Background: an optimization exercise with open tools, aiming at small area. Do not read the settings as production practice. The RTL was checked by simulation tests, not by an equivalence proof against the original design.

// CORDIC_COS_SIN
module CORDIC_COS_SIN #(
    parameter DATA_WIDTH = 16,
    parameter PHASE_WIDTH = 32,
    parameter STAGE = 16
) (
    input clk,
    input rst,
    input en,
    input mode,
    input signed [DATA_WIDTH-1:0] x0,
    input signed [DATA_WIDTH-1:0] y0,
    input signed [PHASE_WIDTH-1:0] phase,
    output valid,
    output [DATA_WIDTH:0] cos,
    output [DATA_WIDTH:0] sin
);
Settings: LEC_CHECK=0, ABC_AREA=1, CAP_MARGIN=20, CORE_MARGIN=2, CORE_UTILIZATION=70, CTS_BUF_LIST=sky130_fd_sc_hd__clkbuf_4 sky130_fd_sc_hd__clkbuf_8, CTS_CLUSTER_DIAMETER=60, CTS_CLUSTER_SIZE=30, GPL_TIMING_DRIVEN=0, SLEW_MARGIN=20; clock period 5.0 ns.
run.sh (not shown) runs the stock make flow with config.mk's settings and CLKGATE_MAP_FILE= SYNTH_SCRIPT=/design/flow/synth_recipe.tcl, a recipe that flattens the netlist after the stock synthesis.
The first run reached the layout checks and failed them: setup timing.
Edit:
--- a/flow/config.mk
+++ b/flow/config.mk
@@ -11 +11 @@
-export CORE_UTILIZATION = 70
+export CORE_UTILIZATION = 55
@@ -15 +14,0 @@
-export GPL_TIMING_DRIVEN = 0
=>
- The changed run completed with no timing, DRC or antenna violations
- cell area grows by 2.7%
- wire length shrinks by 8.8%
- via count shrinks by 4.4%
- setup slack improved by 0.50 ns
- hold slack improved by 0.023 ns
- register-to-register slack improved by 0.50 ns
- non-clock buffer count grows by 111
- core utilization shrinks by 16 points
Edit:
--- a/flow/config.mk
+++ b/flow/config.mk
@@ -14,0 +15 @@
+export GPL_TIMING_DRIVEN = 0
After rerunning:
- fmax is about the same
- final cell count decreases by 2.2%
- register-to-register slack barely changes
- setup slack is worse by 0.0062 ns
- worst hold slack gets worse by 0.011 ns
- first-iteration DRC count grows by 31%
- non-clock buffer count came out lower by 112
- wire length came out higher by 2.0%
Edit:
--- a/flow/config.mk
+++ b/flow/config.mk
@@ -9 +9 @@
-export CAP_MARGIN = 20
+export CAP_MARGIN = 5
@@ -15,2 +15 @@
-export GPL_TIMING_DRIVEN = 0
-export SLEW_MARGIN = 20
+export SLEW_MARGIN = 5
The new run ran to the end with no violations.
Non-clock buffer count went up by 112.
Via count went up slightly.
Worst setup slack gets better by 0.0062 ns.
Final area went up slightly.

* * *

Setup of build 38:
Another version of the RTL of CORDIC_COS_SIN (not shown whole).
Size: ~4300 cells after synthesis, ~360 flip-flops, roughly 100 I/O pins, ~0.033 mm2 of cells after synthesis.
clock: 5.0 ns
lec_check: 0
abc_area: 1
cap_margin: 20
core_margin: 2
core_utilization: 55
cts_buf_list: sky130_fd_sc_hd__clkbuf_4 sky130_fd_sc_hd__clkbuf_8
cts_cluster_diameter: 60
cts_cluster_size: 30
gpl_timing_driven: 0
setup_slack_margin: -0.2
slew_margin: 20
standard.sh (not shown) runs the stock make flow with config.mk's settings and CLKGATE_MAP_FILE= SYNTH_SCRIPT=/design/flow/synth_recipe.tcl, a recipe that flattens the netlist after the stock synthesis.
==> flow/flow/run.sh <==
#!/bin/bash
set -euo pipefail
bash standard.sh BUFFER_PORTS_ARGS="-buffer_cell sky130_fd_sc_hd__buf_1" finish > standard_flow.log 2>&1
Here is what was changed in the inputs of build 7 compared with build 38.
- SETUP_SLACK_MARGIN: -0.2 -> -0.1
==> comparison <==
Build 7 vs build 38: required time at the endpoint of the critical path up in build 7
Post-layout worst setup margin for build 7: 46 ps up relative to build 38
From build 38 to build 7 the numbers moved as follows: minimum clock period after layout went down, final design area excluding fillers went up.
Diff build 7..build 38 | number of clock sinks | unchanged
The inputs of build 90 differ from those of build 7 as listed below.
- CORE_UTILIZATION: 55 -> 50
==> flow/run.sh (new file) <==
#!/bin/bash
# synth_recipe.tcl (not shown) runs the flow's synth.tcl, then flattens the netlist and writes it again
# the make line also repeats each setting of config.mk as NAME=value (left out here)
make -C /OpenROAD-flow-scripts/flow DESIGN_CONFIG=/design/flow/config.mk WORK_HOME=/design/flow/orfs CLKGATE_MAP_FILE= SYNTH_SCRIPT=/design/flow/synth_recipe.tcl finish
removed: flow/flow/run.sh
removed: flow/standard.sh
### Flow results
Of the two values seen for cell type of the slowest stage on the worst timing path, sky130_fd_sc_hd__dfxtp_2 was produced by build 7 and sky130_fd_sc_hd__dfxtp_4 by build 90.
Post-layout minimum cycle time up 7.4 ps in build 90 wrt build 7
Looking at sequential cell area share, build 90 sits 0.36 points lower than build 7 does.
For build 56, these inputs were changed with respect to build 90:
- a change of CORE_UTILIZATION from 50 to 55
- a deleted SETUP_SLACK_MARGIN that had been -0.1
==> comparison <==
Re wire length: build 90 and build 56 aren't equal, and the lower value belongs to build 90.
Max sequential share of layout area across build 90 and build 56: build 90
Total non-filler cell area in the finished layout for build 56: about 1.1% up relative to build 90
Comparing build 90 with build 56, the setup slack came out essentially unchanged.
Compared with build 90, build 56 shows count of clock-buffer cells in the layout higher by 2.6%.
Looking only at largest net degree at the start of global routing, and setting everything else aside, the lower value of build 90 and build 56 goes to build 90.
From build 90 to build 56 the numbers moved as follows: critical path depth neither gained nor lost much; non-clock buffer count has increased.

[what the ideal ports hide]
The results above use ideal ports. As a check the final layouts listed here were re-extracted and re-timed, cells and wires unchanged. Step 1: set_driving_cell puts a clkbuf_16 on clk and a buf_2 on each other input, an assumption about the parent block. Step 2 adds t to the input delays and takes it off the output delays; t is the mean of the earliest and latest rising clock arrival at the registers after step 1. Input paths then give back, and output paths get back, about the clock's delay inside the block. Slacks: ideal ports / drivers / drivers and shift; pairs: ideal ports / drivers.
run | shift t [ns] | setup WS [ns] | worst setup path at the end | worst register clock-pin slew, ns | worst data-port slew with drivers (ns)
the first run of note 1 | 0.684 | -0.403 / -0.403 / -0.403 | register to register | 0.11 / 0.11 | 0.06
the second run of note 1 | 0.685 | 0.097 / 0.097 / -0.030 | input to register | 0.11 / 0.11 | 0.04
the third run of note 1 | 0.689 | 0.091 / 0.091 / -0.277 | input to register | 0.11 / 0.11 | 0.06
the fourth run of note 1 | 0.685 | 0.097 / 0.097 / -0.030 | input to register | 0.11 / 0.11 | 0.04
build 38 | 0.685 | 0.128 / 0.128 / -0.293 | input to register | 0.12 / 0.12 | 0.04
build 7 | 0.684 | 0.174 / 0.174 / -0.268 | input to register | 0.12 / 0.12 | 0.04
build 90 | 0.670 | 0.166 / 0.166 / -0.376 | input to register | 0.11 / 0.11 | 0.04
build 56 | 0.685 | 0.164 / 0.164 / -0.318 | input to register | 0.12 / 0.12 | 0.05
Met with ideal ports but missed after step 2: setup timing in 7 of these runs. For build 90, which loses most, drivers alone change the setup slack by 0.000 ns; drivers and shift together by -0.542 ns.
